Context: an optimization exercise on an open-source flow, tuned for small area. The choices shown serve that exercise and are no tape-out recipe.
Only simulation tests tie the RTL to the original design; equivalence was not proved.
No driver is modelled on the clock port, so clocking that relies on it looks cheaper here than on a real chip.
Power and IR drop assume default switching activity.

## design.v

```verilog
`timescale 1ns/1ps
module top(
    input clk,
    input rst,
    output [8:0] RAM_address,
    output [7:0] RAM_data_in,
    input  [7:0] RAM_data_out,
    output RAM_rw
);
    localparam [2:0] CA = 3'd0;   
    localparam [2:0] CJ = 3'd1;   
    localparam [2:0] CE = 3'd3;   
    localparam [2:0] CI = 3'd2;   
    localparam [2:0] CL = 3'd4;   
    localparam [2:0] CS = 3'd6;   
    localparam [2:0] OADD = 3'd0, OSUB = 3'd2, OAND = 3'd4, OOR = 3'd5,
                     OSLT = 3'd3, OXOR = 3'd6, OSHL = 3'd1, OSHR = 3'd7;
    wire [2:0] ph;
    wire [3:0] stp;
    wire clr, cur;
    wire [2:0] cls;
    wire as, sload, we, pcw, zcmp, zld, ald, opx, opf, rw, last, region;
    wire [1:0] k, fsel;
    wire [2:0] dsrc;
    wire g;
    ctl u_ctl(.clk(clk), .rst(rst), .dm(RAM_data_out), .ph(ph), .stp(stp), .clr(clr), .cur(cur),
              .cls(cls), .as(as), .k(k), .fsel(fsel), .dsrc(dsrc), .sload(sload), .we(we), .pcw(pcw),
              .zcmp(zcmp), .zld(zld), .ald(ald), .opx(opx), .opf(opf), .rw(rw), .region(region), .g(g));
    wire [2:0] S;
    reg  [2:0] f;
    always @* begin
        case (fsel)
            2'd0: f = RAM_data_out[2:0];
            2'd1: f = RAM_data_out[7:5];
            2'd2: f = RAM_data_out[5:3];
            default: f = S;
        endcase
    end
    wire P, wbit;
    rf u_rf(.clk(clk), .f(f), .we(we), .clr(clr), .wbit(wbit), .P(P));
    wire pc_out, pcnew;
    wire [2:0] op;
    pcop u_pcop(.clk(clk), .cur(cur), .clr(clr), .ph(ph), .pcw(pcw), .pcnew(pcnew), .pc_out(pc_out),
                .dm(RAM_data_out), .opx(opx), .opf(opf), .op(op));
    dp u_dp(.clk(clk), .ph(ph), .stp(stp), .cls(cls), .clr(clr), .dm(RAM_data_out), .P(P), .pc_out(pc_out),
            .op(op), .as(as), .k(k), .dsrc(dsrc), .sload(sload), .pcw(pcw), .zcmp(zcmp), .zld(zld),
            .ald(ald), .region(region), .S(S), .wbit(wbit), .pcnew(pcnew),
            .RAM_address(RAM_address), .RAM_data_in(RAM_data_in));
    assign RAM_rw = rw & (ph == 3'd0) & ~clr;
endmodule
module ctl(
    input clk, input rst, input [7:0] dm,
    output [2:0] ph, output [3:0] stp, output clr, output reg cur, output reg [2:0] cls,
    output reg as, output reg [1:0] k, output reg [1:0] fsel, output reg [2:0] dsrc,
    output reg sload, output reg we, output reg pcw, output reg zcmp, output reg zld,
    output reg ald, output reg opx, output reg opf, output reg rw, output reg region,
    output reg g
);
    localparam [2:0] CA = 3'd0, CJ = 3'd1, CE = 3'd3, CI = 3'd2, CL = 3'd4, CS = 3'd6;
    reg [6:0] t;
    assign ph = t[2:0];
    assign stp = t[6:3];
    reg last;
    assign clr = &stp[3:1];
    wire iA = (cls == CA), iI = (cls == CI), iE = (cls == CE), iJ = (cls == CJ);
    wire iM = cls[2];                        
    wire iL = iM & ~cls[1];
    wire s0 = (stp == 4'd0), s1 = (stp == 4'd1), s2 = (stp == 4'd2), s3 = (stp == 4'd3);
    wire s4 = (stp == 4'd4), s5 = (stp == 4'd5), s6 = (stp == 4'd6), s7 = (stp == 4'd7);
    wire s8 = (stp == 4'd8), s12 = (stp == 4'd12), s13 = (stp == 4'd13);
    wire ai = iA | iI;
    wire rstep = (iA & (s3 | s4 | s13)) | (iI & (s4 | s12)) | (iE & (s2 | s3)) | (iM & (iL ? s8 : s7));
    wire stall = rstep & (g ^ cur);
    always @* begin
        as    = s0 | s1 | (iA & (s2 | s12)) | (iI & s3) | (iE & s4) | (iM & (s3 | s5));
        k[0]  = ~s0 & ~(iA & s12) & ~(iM & s5);
        k[1]  = (s1 & ~(iE | iM)) | (iA & s12) | s4 | (iM & (s3 | s5));
        fsel[0] = (ai & s4) | (iE & s2) | (iM & (s7 | s8));
        fsel[1] = (iA & s13) | (iM & (s7 | s8));
        dsrc[2] = 1'b0;
        dsrc[0] = (iA & s3) | (ai & s4) | (iE & s2) | (iM & s7 & ~iL);
        dsrc[1] = (iI & s2) | (ai & s4) | (iM & (s2 | s4 | (s7 & iL)));
        sload = ((iI | iM) & s2) | (iA & s3);
        we    = (iA & s13) | (iI & s12) | (iL & s8);
        pcw   = (iA & s13) | (iI & s12) | (iE & s5) | (iJ & s2) | (iM & s7);
        last  = (iA & s13) | (iI & s12) | (iE & s5) | (iJ & s2) | (iM & s8);
        zcmp  = iE & s3;
        zld   = 1'b0;
        ald   = iM & s6;
        opx   = iE & s2;                     
        opf   = iA & s2;
        rw    = iM & cls[1] & s8;
        region = ai & ~s0 & ~s1 & ~s2 & ~s3 & ~s4 & ~s12 & ~s13 & ~stp[3] | ai & stp[3] & ~stp[2];
        if (stall) begin
            if (dsrc[1]) dsrc = 3'd0;
            we = 0; pcw = 0; last = 0;
        end
    end
    always @(posedge clk) begin
        if (rst) begin
            t   <= 7'b1110_000;
            cur <= 1'b0;
            g   <= 1'b0;
        end else begin
            g <= g ^ (ph == 3'd7);
            if (last & (ph == 3'd7)) begin
                t   <= 7'd0;
                cur <= ~cur;
            end else begin
                t[2:0] <= ph + 3'd1;
                if ((ph == 3'd7) & ~stall) t[6:3] <= stp + 4'd1;
            end
        end
        if (stp == 4'd1 && ph == 3'd0) cls <= {dm[7], dm[5] | dm[4], dm[4] | dm[3]};
    end
endmodule
module rf(input clk, input [2:0] f, input we, input clr, input wbit, output reg P);
    reg [15:0] R [1:7];
    always @* begin
        P = 1'b0;
        if (f != 3'd0) P = R[f][0];
    end
    wire [3:0] lo = {clr | (f[1:0] == 2'd3), clr | (f[1:0] == 2'd2), clr | (f[1:0] == 2'd1), clr | (f[1:0] == 2'd0)};
    wire [1:0] hi = {clr | f[2], clr | ~f[2]};
    wire w = clr | we;
    integer i;
    always @(posedge clk) begin
        for (i = 1; i < 8; i = i + 1)
            R[i] <= {(w & lo[i % 4] & hi[i / 4]) ? wbit : R[i][0], R[i][15:1]};
    end
endmodule
module pcop(input clk, input cur, input clr, input [2:0] ph, input pcw, input pcnew, output pc_out,
            input [7:0] dm, input opx, input opf, output [2:0] op);
    localparam [2:0] OADD = 3'd0, OSUB = 3'd2, OAND = 3'd4, OOR = 3'd5,
                     OSLT = 3'd3, OXOR = 3'd6, OSHL = 3'd1, OSHR = 3'd7;
    reg [7:0] PC0, PC1;
    reg [2:0] OP0, OP1;
    assign pc_out = cur ? PC1[0] : PC0[0];
    assign op = cur ? OP1 : OP0;
    wire [5:0] fn = dm[5:0];
    wire [2:0] fop = fn[5] ? {fn[2], fn[1], fn[0] | fn[3]} : {fn[1], fn[1], 1'b1};
    wire fok = ~fn[4] & (fn[5] ? ((~fn[3] & ~fn[2] & ~fn[0]) | (~fn[3] & fn[2] & ~(fn[1] & fn[0])) |
                                  (fn[3] & ~fn[2] & fn[1] & ~fn[0]))
                               : (~fn[3] & fn[2] & ~(fn[1] ^ fn[0])));
    wire opw  = opx | (opf & (ph == 3'd0) & fok);
    wire [2:0] opn = opx ? OXOR : fop;
    always @(posedge clk) begin
        PC0 <= {clr ? 1'b0 : (pcw && !cur) ? pcnew : PC0[0], PC0[7:1]};
        PC1 <= {clr ? (ph == 3'd2) : (pcw && cur) ? pcnew : PC1[0], PC1[7:1]};
        if (clr) begin
            OP0 <= OADD;
            OP1 <= OADD;
        end else if (opw) begin
            if (cur) OP1 <= opn; else OP0 <= opn;
        end
    end
endmodule
module dp(
    input clk, input [2:0] ph, input [3:0] stp, input [2:0] cls, input clr, input [7:0] dm,
    input P, input pc_out, input [2:0] op,
    input as, input [1:0] k, input [2:0] dsrc, input sload, input pcw, input zcmp, input zld,
    input ald, input region,
    output reg [2:0] S, output wbit, output pcnew,
    output [8:0] RAM_address, output [7:0] RAM_data_in
);
    localparam [2:0] CE = 3'd3, CJ = 3'd1;
    localparam [2:0] OADD = 3'd0, OSUB = 3'd2, OAND = 3'd4, OOR = 3'd5,
                     OSLT = 3'd3, OXOR = 3'd6, OSHL = 3'd1, OSHR = 3'd7;
    reg [8:0] A;              
    reg [7:0] D;
    reg       C;
    wire p0 = (ph == 3'd0);
    wire p7 = (ph == 3'd7);
    wire dp = dm[ph];
    wire subm = (op == OSUB) || (op == OSLT);
    wire bb   = D[0] ^ subm;
    wire acin = p0 ? subm : C;
    wire asum = P ^ bb ^ acin;
    wire acout = (P & bb) | (acin & (P | bb));
    reg  ares;
    always @* begin
        case (op)
            OADD, OSUB: ares = asum;
            OAND: ares = P & D[0];
            OOR:  ares = P | D[0];
            OXOR: ares = P ^ D[0];
            OSLT: ares = 1'b0;
            default: ares = P;
        endcase
    end
    wire [2:0] kk = {stp[3], stp[1:0]};
    wire kact = (kk <= S);
    wire shl  = region & (op == OSHL) & kact;
    wire shr  = region & (op == OSHR) & kact;
    wire sltf = region & (op == OSLT) & (kk == 3'd1);
    wire kb   = (p0 & k[0]) | ((ph == 3'd1) & k[1]);
    wire pb   = as ? kb : ((cls == CE) & ~S[2]) ? dp : (ph == 3'd2);
    wire pcin = p0 ? 1'b0 : C;
    wire psum = pc_out ^ pb ^ pcin;
    wire pcout = (pc_out & pb) | (pcin & (pc_out | pb));
    assign pcnew = (cls == CJ) ? dp : psum;
    reg Din;
    always @* begin
        case (dsrc)
            3'd1: Din = P;
            3'd2: Din = dp;
            3'd3: Din = ares;
            default: begin
                if (shl) Din = p0 ? 1'b0 : C;
                else if (sltf) Din = p0 ? ~C : C;
                else if (shr) Din = p7 ? 1'b0 : D[1];
                else Din = D[0];
            end
        endcase
    end
    assign wbit = D[0] & ~clr;
    always @(posedge clk) begin
        if (as) begin
            A  <= {1'b0, psum, A[7:1]};
        end else if (ald) begin
            A[7:0] <= {D[0], A[7:1]};
            if (p0) A[8] <= dm[0];
        end
        D <= {Din, D[7:1]};
        if (sload && ph < 3'd3) S <= {Din, S[2:1]};
        else if (zcmp) S[2] <= (p0 ? 1'b0 : S[2]) | ares;
        if (as || pcw) C <= pcout;
        else if (dsrc == 3'd3) C <= acout;
        else C <= D[0];
    end
    assign RAM_address = A;
    assign RAM_data_in = D;
endmodule
```

## flow/run.sh

```bash
#!/bin/bash
# The standard layout (standard.sh) with these changes:
#  - synthesis maps the logic with the area-oriented ABC script in
#    flow/abc_area.script and without the full-adder extraction (same
#    Yosys passes otherwise, same registers and names);
#  - each port gets the smallest buffer (buf_1);
#  - the clock tree is built from clkbuf_8 without dummy loads, and right
#    after it is built each clock buffer is swapped for the smallest clock
#    buffer that keeps every flip-flop clock pin's slew under a margin
#    (flow/clkbuf_downsize.tcl).
# The ORFS logs of every step stay under orfs/logs; make's output goes to
# standard.log here.
set -e
rm -rf scripts_area
cp -r "$FLOW_HOME/scripts" scripts_area
cp flow/abc_area.script scripts_area/abc_area.script
cp flow/clkbuf_downsize.tcl scripts_area/clkbuf_downsize.tcl
sed -i 's|^log_cmd clock_tree_synthesis {\*}\$cts_args$|&\nsource $::env(SCRIPTS_DIR)/clkbuf_downsize.tcl|' scripts_area/cts.tcl
grep -q clkbuf_downsize scripts_area/cts.tcl
export SCRIPTS_DIR="$PWD/scripts_area"
export ADDER_MAP_FILE=
export BUFFER_PORTS_ARGS="-buffer_cell sky130_fd_sc_hd__buf_1"
export CTS_ARGS="-sink_clustering_enable -repair_clock_nets -dont_use_dummy_load -buf_list sky130_fd_sc_hd__clkbuf_8"
bash standard.sh > standard.log 2>&1
```

## flow/abc_area.script

```
strash
ifraig
scorr
dc2
dc2
strash
dch -f
amap -F 3 -A 8
```

## flow/clkbuf_downsize.tcl

```tcl
proc clkds_worst_slew {} {
  set worst 0
  foreach pin [get_pins -hierarchical */CLK] {
    set s [get_property $pin slew_max]
    if { $s > $worst } { set worst $s }
  }
  return $worst
}
proc clkds_net_slew { net } {
  set worst 0
  foreach it [$net getITerms] {
    if { [[$it getMTerm] getName] == "CLK" } {
      set s [get_property [get_pins [$it getName]] slew_max]
      if { $s > $worst } { set worst $s }
    }
  }
  return $worst
}
set clkds_lim 0.105
estimate_parasitics -placement
set clkds_start [clkds_worst_slew]
puts "clkbuf_downsize: worst flip-flop clock slew before: $clkds_start"
foreach clkds_inst [[ord::get_db_block] getInsts] {
  set clkds_master [[$clkds_inst getMaster] getName]
  if { ![string match sky130_fd_sc_hd__clkbuf_* $clkds_master] } { continue }
  set clkds_name [$clkds_inst getName]
  set clkds_net [[$clkds_inst findITerm X] getNet]
  set clkds_leaf 0
  foreach clkds_it [$clkds_net getITerms] {
    if { [[$clkds_it getMTerm] getName] == "CLK" } { set clkds_leaf 1 }
  }
  if { $clkds_leaf } {
    set clkds_cands {sky130_fd_sc_hd__clkbuf_4}
  } else {
    set clkds_cands {sky130_fd_sc_hd__clkbuf_2 sky130_fd_sc_hd__clkbuf_4}
  }
  foreach clkds_cand $clkds_cands {
    if { $clkds_cand == $clkds_master } { break }
    replace_cell [get_cells $clkds_name] $clkds_cand
    estimate_parasitics -placement
    set clkds_ok 1
    if { $clkds_leaf && [clkds_net_slew $clkds_net] > $clkds_lim } { set clkds_ok 0 }
    if { [clkds_worst_slew] > [expr { max($clkds_lim, $clkds_start) }] } { set clkds_ok 0 }
    if { $clkds_ok } {
      puts "clkbuf_downsize: $clkds_name $clkds_master -> $clkds_cand"
      break
    }
    replace_cell [get_cells $clkds_name] $clkds_master
    estimate_parasitics -placement
  }
}
puts "clkbuf_downsize: worst flip-flop clock slew after: [clkds_worst_slew]"
```

## standard.sh

```bash
#!/bin/bash
# synth_recipe.tcl (not shown) runs the flow's synth.tcl, then flattens the netlist and writes it again
# the make line also repeats each setting of config.mk as NAME=value (left out here)
make -C /OpenROAD-flow-scripts/flow DESIGN_CONFIG=/design/flow/config.mk WORK_HOME=/design/flow/orfs CLKGATE_MAP_FILE= SYNTH_SCRIPT=/design/flow/synth_recipe.tcl "${@:-finish}"
```

## config.mk

```make
export PLATFORM = sky130hd
export DESIGN_NAME = top
export DESIGN_NICKNAME = top
export VERILOG_FILES = /design/flow/design.v
export SDC_FILE = /design/flow/constraint.sdc
export NUM_CORES = 4
export LEC_CHECK = 0
export ABC_AREA = 1
export CAP_MARGIN = 20
export CORE_MARGIN = 2
export CORE_UTILIZATION = 55
export GPL_TIMING_DRIVEN = 0
export PLACE_DENSITY = 0.85
export SLEW_MARGIN = 20
```

## constraint.sdc

```tcl
create_clock -name core_clock -period 5.0 [get_ports {clk}]
set_input_delay 1.0000 -clock core_clock [delete_from_list [all_inputs] [get_ports {clk}]]
set_output_delay 1.0000 -clock core_clock [all_outputs]
set_load 0.01 [all_outputs]
```

==> results.txt, run 1 <==
# TYPE chip_impl_metric gauge
chip_impl_metric{name="grt_start_max_net_pins",unit=""} 20
chip_impl_info{name="worst_hold_path_type",value="flip-flop to flip-flop"} 1
chip_impl_metric{name="ctsHoldBuffers",unit=""} 0
chip_impl_metric{name="netlist_area",unit="um^2"} 4931
chip_impl_metric{name="via_count_of_the_first_global_routing_pass",unit=""} 3341
chip_impl_metric{name="synth_cells",unit=""} 461
chip_impl_info{name="synth_area_leader_cell",value="dfxtp_1"} 1
chip_impl_metric{name="max_cap_viol_count",unit=""} 0
chip_impl_metric{name="antenna_found_initial",unit=""} 0
chip_impl_metric{name="clock.fmax",unit="MHz"} 213.3
chip_impl_info{name="critical_path_s_slowest_cell",value="nor4_2"} 1
chip_impl_metric{name="placed_wire_length_estimate_after_detailed_placement",unit="um"} 7190
chip_impl_metric{name="max-vdd-ir-drop",unit="mV"} 0.2952
chip_impl_metric{name="synthDominantCellAreaShare",unit=""} 0.6212
chip_impl_metric{name="drcViolationCount",unit=""} 0
chip_impl_metric{name="multiInputGateArea",unit="um^2"} 1285
chip_impl_metric{name="top_level_ports",unit=""} 28
chip_impl_metric{name="grt_util_all_layers",unit=""} 0.2202
chip_impl_info{name="synth.area.top_cells",value="dfxtp_1 (62%), edfxtp_1 (8.5%), nor2_1 (5.1%)"} 1
chip_impl_metric{name="sequential_cell_area",unit="um^2"} 3483
chip_impl_info{name="critPathLaunchType",value="flip-flop"} 1
chip_impl_metric{name="power.switching",unit="mW"} 0.4148
chip_impl_info{name="run_status",value="no timing/DRC/antenna violations"} 1
chip_impl_metric{name="wl_per_cell",unit="um"} 16.52
chip_impl_info{name="cts_tree",value="done"} 1
chip_impl_metric{name="finalMaxSlewViolations",unit=""} 0
chip_impl_metric{name="totalPowerFinal",unit="mW"} 1.998
chip_impl_metric{name="share_comb_of_total_power",unit=""} 0.026
chip_impl_metric{name="syn_area_per_cell",unit="um^2"} 10.70
chip_impl_metric{name="total_via_count_in_the_routed_design",unit=""} 3477
chip_impl_info{name="dominantRegCellSynth",value="dfxtp_1"} 1
chip_impl_info{name="worst_setup_path_end_kind",value="flip-flop"} 1
chip_impl_metric{name="fin_nets",unit=""} 517
chip_impl_metric{name="final_min_period_over_clock_period",unit=""} 0.9374
chip_impl_metric{name="die_height",unit="um"} 98.69
chip_impl_metric{name="drive_gt1_frac",unit=""} 0.05941
chip_impl_metric{name="cts.clk_slew.worst_paths",unit="ps"} 100
chip_impl_metric{name="area_delta_synth_final",unit="%"} 9.185
chip_impl_metric{name="ant_nets",unit=""} 0
chip_impl_info{name="worstReg2RegEnd",value="u_dp.S[2]"} 1
chip_impl_metric{name="cell_variety_after_synth",unit=""} 31
chip_impl_info{name="worst_r2r_startpoint",value="u_ctl.t[6]"} 1
chip_impl_info{name="worst_hold_startpoint",value="u_pcop.PC1[2]"} 1
chip_impl_metric{name="ys.warnings.count",unit=""} 22
chip_impl_metric{name="firstDrtPassIters",unit=""} 5
chip_impl_metric{name="n_fill_cell",unit=""} 707
chip_impl_metric{name="power_frac_seq",unit=""} 0.684
chip_impl_metric{name="synth_enable_flop_cells",unit=""} 14
chip_impl_metric{name="drt_first_iter_violations",unit=""} 295
chip_impl_metric{name="clock_power_share",unit=""} 0.290
chip_impl_metric{name="ff2ff_setup_slack",unit="ps"} 310
chip_impl_metric{name="internal-power",unit="mW"} 1.583
chip_impl_info{name="worstPathCellList",value="clkinv_1, nor4_2, nor2_1, clkinv_1, nor3_2, clkinv_1, o22ai_1, o22ai_2, nor2_1, a222oi_1, nor2_1, o21ai_2, clkinv_1, nor2_1, a21oi_1, o21ai_0, a211oi_1, o41ai_2, o21ai_0, a22o_1"} 1
chip_impl_metric{name="cts.repair_timing.setup_buffer_count",unit=""} 0
chip_impl_metric{name="relSlewSlack",unit=""} 0.3631
chip_impl_metric{name="number_of_synthesized_register_bits",unit=""} 167
chip_impl_metric{name="die_w",unit="um"} 98.69
chip_impl_metric{name="stdcell_area",unit="um^2"} 5384
chip_impl_metric{name="global_route_total_overflow",unit=""} 0
chip_impl_metric{name="routed_wirelength",unit="um"} 10130
chip_impl_metric{name="route.detailed.vias_per_inst",unit=""} 5.672
chip_impl_metric{name="async_reset_ff_frac",unit=""} 0
chip_impl_metric{name="n_antenna_cell",unit=""} 0
chip_impl_metric{name="initial_cell_density_of_the_core",unit=""} 0.5654
chip_impl_metric{name="cts_inserted_buffers",unit=""} 17
chip_impl_metric{name="worst-slew-pin-transition",unit="ps"} 951.9
chip_impl_info{name="critPathKind",value="flip-flop to flip-flop"} 1
chip_impl_metric{name="synth_sequential_area_ratio",unit=""} 0.7064
chip_impl_metric{name="worstPathArrival",unit="ps"} 4970
chip_impl_metric{name="worst_r2r_path_depth",unit=""} 20
chip_impl_metric{name="gp_congestion",unit=""} 0.9163
chip_impl_metric{name="setup_viol_count_final",unit=""} 0
chip_impl_metric{name="fin_skew",unit="ps"} 29.10
chip_impl_metric{name="finalWorstPathRequiredPeriod",unit="ps"} 4687
chip_impl_metric{name="clock_insertion_delay_worst_skew",unit="ps"} 520
chip_impl_info{name="cell_family_contributing_the_most_delay_on_the_critical_path",value="compound AO/OA/AOI/OAI gates"} 1
chip_impl_metric{name="grt_pass1_wl",unit="um"} 16370
chip_impl_metric{name="die-area",unit="um^2"} 9739
chip_impl_metric{name="placement.cell_area",unit="um^2"} 5167
chip_impl_metric{name="powerDensity",unit="nW/um^2"} 371.1
chip_impl_metric{name="rows",unit=""} 34
chip_impl_info{name="holdPathEnd",value="u_pcop.PC1[1]"} 1
chip_impl_metric{name="clock_sinks",unit=""} 167
chip_impl_metric{name="layout.core_utilization",unit=""} 0.6174
chip_impl_metric{name="power.switching_fraction",unit=""} 0.2076
chip_impl_metric{name="path_buf_inv",unit=""} 4
chip_impl_metric{name="leakagePower",unit="nW"} 1.991
chip_impl_metric{name="critPathMaxFanout",unit=""} 6
chip_impl_metric{name="crit_path_max_incr_delay",unit="ps"} 610
chip_impl_metric{name="required",unit="ps"} 5280
chip_impl_metric{name="final-hold-violation-count",unit=""} 0
chip_impl_metric{name="worst_hold_path.num_cells",unit=""} 0
chip_impl_metric{name="port-buffer-count",unit=""} 27
chip_impl_metric{name="synth_nets",unit=""} 471
chip_impl_metric{name="core",unit="um^2"} 8721
-- logic make-up (layout without fill, tap and decap cells) --
group / Yosys count / after routing / synth area share
AOI/OAI and AO/OA: 110 / 110 / 0.1426
and+or+nand+nor: 127 / 127 / 0.1076
DFF: 167 / 167 / 0.7064
buffers and inverters: 57 / 101 / 0.04339
-- routing by layer --
layer  global-route usage  vias to the layer above  wire length, um
met5                    0                        -                0
met4               0.1012                        0              264
met3              0.05745                       23              707
met2               0.3276                      158             4509
met1               0.3040                     1611             4644
li1                     -                     1685                -
-- flip-flops by register name (all words and copies together), names as in the netlist --
signal / flops
u_ctl.cls: 3
u_dp.D: 8
u_pcop.OP1: 3
u_pcop.PC0: 8
u_dp.C: 1
u_pcop.PC1: 8
u_ctl.g: 1
u_dp.S: 3
u_dp.A: 9
u_ctl.t: 7
u_pcop.OP0: 3
u_rf.R: 112
u_ctl.cur: 1
-- how the worst max path moves through the flow --
| stage | cells past startpoint | endpoint | slack (ps) | from |
|---|---|---|---|---|
| floorplan | 23 | u_dp.S[2] | 690 | u_ctl.t[5] |
| global placement | 23 | u_dp.S[2] | -370 | u_ctl.t[6] |
| detailed placement | 23 | u_dp.S[2] | -430 | u_ctl.t[6] |
| CTS | 23 | u_dp.S[2] | 70 | u_ctl.t[6] |
| global route | 23 | u_dp.S[2] | -4 | u_ctl.t[6] |
| finish | 20 | u_dp.S[2] | 310 | u_ctl.t[6] |
-- per-stage QoR --
stage | setup TNS [ps] | hold slack [ps] | worst slack [ps] | std cells
final | 0 | 299.2 | 312.8 | 613
after floorplan | 0 | 309.6 | 687.6 | 461
after CTS | 0 | 302.4 | 70.77 | 613
after global placement | -435.9 | 311.1 | -374.7 | 596
after detailed placement | -542.2 | 312.1 | -433.9 | 596
after global routing | -4.095 | 298.4 | -4.095 | 613
-- worst register-to-register path: stages, from the launching register on --
cell      delay (ps)
dfxtp_1          510
clkinv_1         290
nor4_2           610
nor2_1           200
clkinv_1         120
nor3_2            50
clkinv_1          80
o22ai_1          110
o22ai_2          280
nor2_1           120
a222oi_1         350
nor2_1            90
o21ai_2          220
clkinv_1         160
nor2_1           190
a21oi_1           90
o21ai_0          170
a211oi_1          80
o41ai_2          340
o21ai_0          150
a22o_1           250
-- synthesized netlist by cell type, drive strengths merged, types with 4 or more instances --
library cell,count
dfxtp,153
nor2,67
clkinv,57
o21ai,35
nand2,33
a21oi,21
edfxtp,14
o22ai,12
a22oi,10
nor3,8
nand3,6
nor4,5
a211oi,4
a222oi,4
-- cell type report --
type | instances | share of cell area
Sequential cell | 167 | 0.6470
Multi-Input combinational cell | 237 | 0.2387
Inverter | 57 | 0.03974
Clock buffer | 17 | 0.03068
Tap cell | 108 | 0.02510
Timing Repair Buffer | 27 | 0.01882
-- power groups by stage --
stage / registers [mW] / clock network (mW) / logic, mW
2_1_floorplan: 1.40 / 0 / 0.0308
3_3_place_gp: 1.40 / 0 / 0.0475
3_5_place_dp: 1.40 / 0 / 0.0482
4_1_cts: 1.37 / 0.591 / 0.0492
5_1_grt: 1.37 / 0.648 / 0.0563
6_report: 1.37 / 0.579 / 0.0517
-- what timing repair did --
action / in CTS / in global routing
endpoints found under the hold margin: 0 / 0
endpoints found under the setup margin: 2 / 2
gates resized for setup: 6 / 11
-- cell usage in the layout, fill, tap and decap left out, drive strengths merged, types with 6 or more instances in the layout --
cell type / Yosys / final
nor3: 8 / 8
clkinv: 57 / 55
o21ai: 35 / 35
a21oi: 21 / 21
edfxtp: 14 / 14
nand2: 33 / 33
o22ai: 12 / 12
buf: 0 / 27
dfxtp: 153 / 153
a22oi: 10 / 10
clkbuf: 0 / 17
nor2: 67 / 67
nand3: 6 / 6
==> inputs of run 2 (changes only) <==
--- a/design.v
+++ b/design.v
@@ -223,5 +223,5 @@
         end
         D <= {Din, D[7:1]};
-        if (sload && ph < 3'd3) S <= {Din, S[2:1]};
+        if (sload && ph != 3'd0 && ph < 3'd4) S <= {D[7], S[2:1]};
         else if (zcmp) S[2] <= (p0 ? 1'b0 : S[2]) | ares;
         if (as || pcw) C <= pcout;
==> results.txt, run 2 <==
# TYPE chip_impl_metric gauge
chip_impl_info{name="yosys.cell_count.top_type",value="dfxtp_1"} 1
chip_impl_metric{name="route.detailed.vias_per_inst",unit=""} 5.738
chip_impl_metric{name="core",unit="um^2"} 8678
chip_impl_metric{name="via_count_of_the_first_global_routing_pass",unit=""} 3425
chip_impl_metric{name="powerDensity",unit="nW/um^2"} 380.3
chip_impl_metric{name="syn_area_per_cell",unit="um^2"} 10.84
chip_impl_info{name="dominantRegCellSynth",value="dfxtp_1"} 1
chip_impl_metric{name="rows",unit=""} 34
chip_impl_metric{name="share_comb_of_total_power",unit=""} 0.030
chip_impl_info{name="run_status",value="no timing/DRC/antenna violations"} 1
chip_impl_metric{name="clock.fmax",unit="MHz"} 212.2
chip_impl_metric{name="cts.clk_slew.worst_paths",unit="ps"} 110
chip_impl_metric{name="largest_register_ff_count",unit=""} 112
chip_impl_metric{name="internal-power",unit="mW"} 1.610
chip_impl_info{name="worst_setup_path_end_kind",value="flip-flop"} 1
chip_impl_info{name="synth_area_leader_cell",value="dfxtp_1"} 1
chip_impl_metric{name="clock_sinks",unit=""} 167
chip_impl_metric{name="setup_viol_count_final",unit=""} 0
chip_impl_metric{name="clock_power_share",unit=""} 0.293
chip_impl_metric{name="power_frac_seq",unit=""} 0.678
chip_impl_metric{name="drt_first_iter_violations",unit=""} 219
chip_impl_metric{name="drcViolationCount",unit=""} 0
chip_impl_info{name="grt_setup_unrepaired",value="false"} 1
chip_impl_metric{name="wl_per_cell",unit="um"} 16.86
chip_impl_metric{name="cell_variety_after_synth",unit=""} 34
chip_impl_metric{name="cts.repair_timing.setup_buffer_count",unit=""} 0
chip_impl_metric{name="gp_congestion",unit=""} 0.9913
chip_impl_info{name="cts_tree",value="done"} 1
chip_impl_info{name="register_containing_the_most_flip_flops_in_the_final_layout",value="u_rf.R"} 1
chip_impl_metric{name="clock_insertion_delay_worst_skew",unit="ps"} 530
chip_impl_metric{name="synth_nets",unit=""} 464
chip_impl_metric{name="finalWorstPathRequiredPeriod",unit="ps"} 4712
chip_impl_metric{name="port-buffer-count",unit=""} 27
chip_impl_metric{name="required",unit="ps"} 5390
chip_impl_metric{name="power.switching_fraction",unit=""} 0.2075
chip_impl_metric{name="synthDominantCellAreaShare",unit=""} 0.6224
chip_impl_metric{name="antenna_found_initial",unit=""} 0
chip_impl_metric{name="top_level_ports",unit=""} 28
chip_impl_metric{name="final_min_period_over_clock_period",unit=""} 0.9424
chip_impl_metric{name="numPlacedInstances",unit=""} 589
chip_impl_metric{name="routed_wirelength",unit="um"} 10220
chip_impl_metric{name="netlist_area",unit="um^2"} 4921
chip_impl_metric{name="firstDrtPassIters",unit=""} 5
chip_impl_metric{name="finalMaxSlewViolations",unit=""} 0
chip_impl_metric{name="synth_cells",unit=""} 454
chip_impl_metric{name="post_layout_nonfiller_instances",unit=""} 606
chip_impl_metric{name="placed_wire_length_estimate_after_detailed_placement",unit="um"} 7338
chip_impl_metric{name="layout.core_utilization",unit=""} 0.6156
chip_impl_metric{name="die_height",unit="um"} 98.59
chip_impl_metric{name="n_antenna_cell",unit=""} 0
chip_impl_metric{name="cts_inserted_buffers",unit=""} 17
chip_impl_metric{name="final-hold-violation-count",unit=""} 0
chip_impl_metric{name="fin_skew",unit="ps"} 28.82
chip_impl_metric{name="ys.warnings.count",unit=""} 22
chip_impl_metric{name="worstPathArrival",unit="ps"} 5100
chip_impl_metric{name="max-vdd-ir-drop",unit="mV"} 0.3322
chip_impl_metric{name="relSlewSlack",unit=""} 0.3895
chip_impl_info{name="largest_registers",value="u_rf.R (112), u_dp.A (9)"} 1
chip_impl_metric{name="area_delta_synth_final",unit="%"} 8.568
chip_impl_metric{name="fin_nets",unit=""} 510
chip_impl_metric{name="die_w",unit="um"} 98.59
chip_impl_info{name="final_cell_mix",value="dfxtp_1 (153), nor2_1 (79), clkinv_1 (51), buf_1 (27)"} 1
chip_impl_metric{name="number_of_synthesized_register_bits",unit=""} 167
chip_impl_info{name="worst_hold_path_type",value="flip-flop to flip-flop"} 1
chip_impl_metric{name="totalPowerFinal",unit="mW"} 2.032
chip_impl_metric{name="synth_sequential_area_ratio",unit=""} 0.7079
chip_impl_metric{name="total_via_count_in_the_routed_design",unit=""} 3477
chip_impl_info{name="commonest_non_fill_non_tap_cell_in_the_layout",value="dfxtp_1"} 1
chip_impl_info{name="synth.area.top_cells",value="dfxtp_1 (62%), edfxtp_1 (8.5%), nor2_1 (6.0%)"} 1
chip_impl_metric{name="worst_hold_slack",unit="ps"} 302.1
chip_impl_metric{name="grt_start_max_net_pins",unit=""} 20
chip_impl_metric{name="worst-slew-pin-transition",unit="ps"} 907.3
chip_impl_metric{name="synth_enable_flop_cells",unit=""} 14
chip_impl_info{name="post_synth_most_frequent_cells",value="dfxtp_1 (153), nor2_1 (79), clkinv_1 (51), o21ai_0 (25), nand2_1 (22)"} 1
chip_impl_info{name="critPathKind",value="flip-flop to flip-flop"} 1
chip_impl_info{name="critPathLaunchType",value="flip-flop"} 1
chip_impl_metric{name="leakagePower",unit="nW"} 1.975
chip_impl_metric{name="initial_cell_density_of_the_core",unit=""} 0.5670
chip_impl_metric{name="ant_nets",unit=""} 0
chip_impl_metric{name="max_cap_viol_count",unit=""} 0
chip_impl_metric{name="async_reset_ff_frac",unit=""} 0
chip_impl_metric{name="global_route_total_overflow",unit=""} 0
chip_impl_metric{name="critPathMaxFanout",unit=""} 8
chip_impl_metric{name="die-area",unit="um^2"} 9720
chip_impl_metric{name="grt_pass1_wl",unit="um"} 16750
chip_impl_metric{name="power.switching",unit="mW"} 0.4217
chip_impl_metric{name="grt_util_all_layers",unit=""} 0.2229
chip_impl_metric{name="drive_gt1_frac",unit=""} 0.03815
==> run 2: power groups by stage <==
stage | Combinational [mW] | Clock, mW | Sequential (mW)
6_report | 0.0605 | 0.595 | 1.38
5_1_grt | 0.0656 | 0.666 | 1.38
4_1_cts | 0.0583 | 0.619 | 1.38
3_5_place_dp | 0.0578 | 0 | 1.41
3_3_place_gp | 0.0553 | 0 | 1.41
2_1_floorplan | 0.0381 | 0 | 1.40
==> run 2: final cells by class <==
class	instances	area (um^2)
inverters	51	191.4
well taps	108	135.1
repair buffers	27	101.3
clock buffers	17	177.7
fillers	727	3336
multi-input cells	236	1254
flip-flops and latches	167	3483
==> run 2: logic make-up (layout without fill, tap and decap cells) <==
| logic type | count (synthesis) | after routing | synth area share |
|---|---|---|---|
| and+or+nand+nor | 138 | 138 | 0.1185 |
| AOI/OAI and AO/OA | 98 | 98 | 0.1348 |
| buffers and inverters | 51 | 95 | 0.03890 |
| DFF | 167 | 167 | 0.7079 |
==> run 2: critical path: stages, from the launching register on <==
cell and delay, ps:
dfxtp_1 460, clkinv_1 300, nor4_1 770, nor2_1 210, o21ai_0 680, nor2_1 120
a222oi_1 420, nor2_1 100, o21ai_2 280, clkinv_1 150, nor2_1 160, or2_0 170
nand2_1 70, o2111ai_1 80, a32oi_1 200, a221o_1 400
==> run 2: worst paths after layout <==
kind                  from      endpoint  slack (ps)  depth (start not counted)
max             u_ctl.t[6]     u_dp.D[7]         290                         15
min          u_rf.R[1][10]  u_rf.R[1][9]         300                          0
max reg2reg     u_ctl.t[6]     u_dp.D[7]         290                         15
min reg2reg  u_rf.R[1][10]  u_rf.R[1][9]         300                          0
==> run 2: repair_timing <==
| item | 4_1_cts | 5_1_grt |
|---|---|---|
| hold buffers | 0 | 0 |
| endpoints found under the setup margin | 2 | 2 |
| resized for setup | 2 | 3 |
==> run 2: metrics by stage <==
stage | worst slack (ps) | setup TNS, ps | instance area [um^2]
after floorplan | 981.3 | 0 | 4921
after global placement | 96.79 | 0 | 5157
after detailed placement | -149.0 | -293.7 | 5157
after CTS | 96.69 | 0 | 5335
after global routing | 46.99 | 0 | 5343
final | 287.9 | 0 | 5343
==> run 2: layer usage <==
metal | GRT usage | vias up | part of all wire
met2 | 0.3412 | 165 | 0.45
met4 | 0.1064 | 0 | 0.025
met1 | 0.2894 | 1630 | 0.45
met5 | 0 | - | 0
met3 | 0.07092 | 23 | 0.069
li1 | - | 1659 | -
==> inputs of run 3 (changes only) <==
--- a/flow/clkbuf_downsize.tcl
+++ b/flow/clkbuf_downsize.tcl
@@ -17,5 +17,5 @@
   return $worst
 }
-set clkds_lim 0.105
+set clkds_lim 0.110
 estimate_parasitics -placement
 set clkds_start [clkds_worst_slew]
==> results.txt, run 3 <==
# TYPE chip_impl_metric gauge
chip_impl_metric{name="wl_per_cell",unit="um"} 16.86
chip_impl_metric{name="n_fill_cell",unit=""} 729
chip_impl_metric{name="placed_wire_length_estimate_after_detailed_placement",unit="um"} 7338
chip_impl_metric{name="required",unit="ps"} 5550
chip_impl_metric{name="initial_cell_density_of_the_core",unit=""} 0.5670
chip_impl_metric{name="ff2ff_setup_slack",unit="ps"} 280
chip_impl_info{name="yosys.cell_count.top_type",value="dfxtp_1"} 1
chip_impl_info{name="critPathKind",value="flip-flop to flip-flop"} 1
chip_impl_info{name="worst_hold_path_type",value="flip-flop to flip-flop"} 1
chip_impl_metric{name="n_antenna_cell",unit=""} 0
chip_impl_metric{name="drive_gt1_frac",unit=""} 0.03815
chip_impl_metric{name="drcViolationCount",unit=""} 0
chip_impl_metric{name="max-vdd-ir-drop",unit="mV"} 0.3323
chip_impl_metric{name="setup_viol_count_final",unit=""} 0
chip_impl_info{name="synth_area_leader_cell",value="dfxtp_1"} 1
chip_impl_metric{name="synth_enable_flop_cells",unit=""} 14
chip_impl_metric{name="gp_congestion",unit=""} 0.9913
chip_impl_metric{name="max_cap_viol_count",unit=""} 0
chip_impl_metric{name="critPathMaxFanout",unit=""} 8
chip_impl_metric{name="grt_util_all_layers",unit=""} 0.2229
chip_impl_metric{name="clock.fmax",unit="MHz"} 211.8
chip_impl_metric{name="finalMaxSlewViolations",unit=""} 0
chip_impl_metric{name="path_buf_inv",unit=""} 3
chip_impl_metric{name="relSlewSlack",unit=""} 0.3935
chip_impl_metric{name="worst-slew-pin-transition",unit="ps"} 901.4
chip_impl_metric{name="post_layout_nonfiller_instances",unit=""} 606
chip_impl_info{name="run_status",value="no timing/DRC/antenna violations"} 1
chip_impl_info{name="largest_registers",value="u_rf.R (112), u_dp.A (9)"} 1
chip_impl_metric{name="synth_sequential_area_ratio",unit=""} 0.7079
chip_impl_info{name="critical_path.most_common_cell",value="nor2_1"} 1
chip_impl_info{name="post_synth_most_frequent_cells",value="dfxtp_1 (153), nor2_1 (79), clkinv_1 (51), o21ai_0 (25), nand2_1 (22)"} 1
chip_impl_info{name="worst_setup_path_end_kind",value="flip-flop"} 1
chip_impl_metric{name="synth_cells",unit=""} 454
chip_impl_metric{name="clock_insertion_delay_worst_skew",unit="ps"} 700
chip_impl_metric{name="cts_inserted_buffers",unit=""} 17
chip_impl_metric{name="route.detailed.vias_per_inst",unit=""} 5.705
chip_impl_metric{name="cts.clk_slew.worst_paths",unit="ps"} 100
chip_impl_metric{name="ant_nets",unit=""} 0
chip_impl_metric{name="final_min_period_over_clock_period",unit=""} 0.9443
chip_impl_metric{name="rows",unit=""} 34
chip_impl_metric{name="totalPowerFinal",unit="mW"} 2.030
chip_impl_metric{name="port-buffer-count",unit=""} 27
chip_impl_metric{name="die_w",unit="um"} 98.59
chip_impl_info{name="synth.area.top_cells",value="dfxtp_1 (62%), edfxtp_1 (8.5%), nor2_1 (6.0%)"} 1
chip_impl_metric{name="synthDominantCellAreaShare",unit=""} 0.6224
chip_impl_metric{name="grt_pass1_wl",unit="um"} 16750
chip_impl_metric{name="ys.warnings.count",unit=""} 22
chip_impl_metric{name="via_count_of_the_first_global_routing_pass",unit=""} 3430
chip_impl_info{name="grt_setup_unrepaired",value="false"} 1
chip_impl_info{name="register_containing_the_most_flip_flops_in_the_final_layout",value="u_rf.R"} 1
chip_impl_metric{name="clock_sinks",unit=""} 167
chip_impl_metric{name="leakagePower",unit="nW"} 1.974
chip_impl_metric{name="drt_first_iter_violations",unit=""} 249
chip_impl_metric{name="finalWorstPathRequiredPeriod",unit="ps"} 4721
chip_impl_metric{name="grt_start_max_net_pins",unit=""} 20
chip_impl_metric{name="crit_path_max_incr_delay",unit="ps"} 470
chip_impl_info{name="critical_path_s_slowest_cell",value="edfxtp_1"} 1
chip_impl_metric{name="numPlacedInstances",unit=""} 589
chip_impl_metric{name="number_of_synthesized_register_bits",unit=""} 167
chip_impl_metric{name="synth_nets",unit=""} 464
chip_impl_metric{name="total_via_count_in_the_routed_design",unit=""} 3457
chip_impl_metric{name="netlist_area",unit="um^2"} 4921
chip_impl_info{name="dominantRegCellSynth",value="dfxtp_1"} 1
chip_impl_metric{name="cts.repair_timing.setup_buffer_count",unit=""} 0
chip_impl_metric{name="core",unit="um^2"} 8678
chip_impl_info{name="cts_tree",value="done"} 1
chip_impl_metric{name="area_delta_synth_final",unit="%"} 8.518
chip_impl_metric{name="cell_variety_after_synth",unit=""} 34
chip_impl_metric{name="routed_wirelength",unit="um"} 10220
chip_impl_info{name="final_cell_mix",value="dfxtp_1 (153), nor2_1 (79), clkinv_1 (51), buf_1 (27)"} 1
chip_impl_metric{name="sequential_cell_area",unit="um^2"} 3483
chip_impl_info{name="worstPathCellList",value="clkinv_1, nand3_1, nor2_1, clkinv_1, o21ai_2, nor4_1, a222oi_1, nand2_1, o21ai_0, nor2_1, a222oi_1, nor2_1, o21ai_2, clkinv_1, nor2_1, or2_0, nand2_1, o2111ai_1, a32oi_1, a221o_1"} 1
chip_impl_metric{name="top_level_ports",unit=""} 28
chip_impl_metric{name="syn_area_per_cell",unit="um^2"} 10.84
chip_impl_metric{name="largest_register_ff_count",unit=""} 112
chip_impl_metric{name="die-area",unit="um^2"} 9720
chip_impl_metric{name="worstPathArrival",unit="ps"} 5270
chip_impl_metric{name="final-hold-violation-count",unit=""} 0
chip_impl_metric{name="powerDensity",unit="nW/um^2"} 380.1
chip_impl_info{name="cell_family_contributing_the_most_delay_on_the_critical_path",value="compound AO/OA/AOI/OAI gates"} 1
chip_impl_metric{name="multiInputGateArea",unit="um^2"} 1254
chip_impl_info{name="commonest_non_fill_non_tap_cell_in_the_layout",value="dfxtp_1"} 1
chip_impl_metric{name="fin_skew",unit="ps"} 31.33
chip_impl_metric{name="die_height",unit="um"} 98.59
chip_impl_metric{name="global_route_total_overflow",unit=""} 0
chip_impl_metric{name="firstDrtPassIters",unit=""} 5
chip_impl_info{name="critPathLaunchType",value="flip-flop"} 1
chip_impl_metric{name="async_reset_ff_frac",unit=""} 0
chip_impl_metric{name="fin_nets",unit=""} 510
chip_impl_metric{name="antenna_found_initial",unit=""} 0
chip_impl_metric{name="layout.core_utilization",unit=""} 0.6153
[run 3: cell counts after synthesis]
No cell type changed its count.
[run 3: layer usage]
metal	GRT usage	up-vias	part of all wire
li1	-	1662	-
met1	0.2894	1612	0.45
met2	0.3412	159	0.45
met3	0.07092	24	0.075
met4	0.1064	0	0.027
met5	0	-	0
[run 3: worst paths after layout]
check / from / to / depth (start not counted)
max reg2reg: u_ctl.cls[2] / u_dp.D[7] / 20
max: u_ctl.cls[2] / u_dp.D[7] / 20
min reg2reg: u_rf.R[5][5] / u_rf.R[5][4] / 0
min: u_rf.R[5][5] / u_rf.R[5][4] / 0
[run 3: cell type report]
type | instances | share of cell area
Inverter | 51 | 0.03585
Sequential cell | 167 | 0.6523
Timing Repair Buffer | 27 | 0.01898
Clock buffer | 17 | 0.03280
Tap cell | 108 | 0.02530
Multi-Input combinational cell | 236 | 0.2348
[run 3: cells by family (layout without fill, tap and decap cells)]
family          after synthesis  in the layout  share of synthesized area
flops                       167            167                     0.7079
buf+inv                      51             95                    0.03890
compound gates               98             98                     0.1348
simple gates                138            138                     0.1185
[run 3: timing repair]
item	4_1_cts	5_1_grt
endpoints found under the setup margin	2	2
hold buffers	0	0
resized for setup	2	3
[run 3: report_power, final]
part	total [mW]	internal, mW	switching, mW
clock	0.592	0.218	0.374
sequential	1.38	1.37	0.00830
combinational	0.0606	0.0192	0.0414
[run 3: metrics by stage]
| stage | TNS (ps) | area [um^2] | setup slack, ps | hold WS [ps] |
|---|---|---|---|---|
| 6_report | 0 | 5340 | 278.5 | 301.4 |
| 5_1_grt | 0 | 5340 | 41.52 | 306.0 |
| 4_1_cts | 0 | 5333 | 90.89 | 304.7 |
| 3_5_place_dp | -293.7 | 5157 | -149.0 | 312.1 |
| 3_3_place_gp | 0 | 5157 | 96.79 | 310.5 |
| 2_1_floorplan | 0 | 4921 | 981.3 | 309.6 |

==> what the ideal ports hide <==
No port has a modelled driver above. Below, the same layouts with a new extraction and two added sets of constraints. Step 1 assumes that a clkbuf_16 drives the clock port and a buf_2 every other input. Step 2 moves the port delays by t, midway between the first and last clock arrival at a register: inputs arrive t later, outputs are due t later. That takes back most of the time a late clock gives input paths. a / b / c = ideal ports / drivers / drivers and shift; a / b = the first two.
run | t, ns | slack for setup (ns) | worst setup path at the end | worst register clock-pin slew, ns
run 1 | 0.536 | 0.313 / 0.313 / 0.313 | register to register | 0.11 / 0.11
run 2 | 0.549 | 0.288 / 0.288 / 0.288 | register to register | 0.11 / 0.11
run 3 | 0.710 | 0.279 / 0.279 / 0.279 | register to register | 0.11 / 0.11
After both steps every run listed still meets setup and hold.
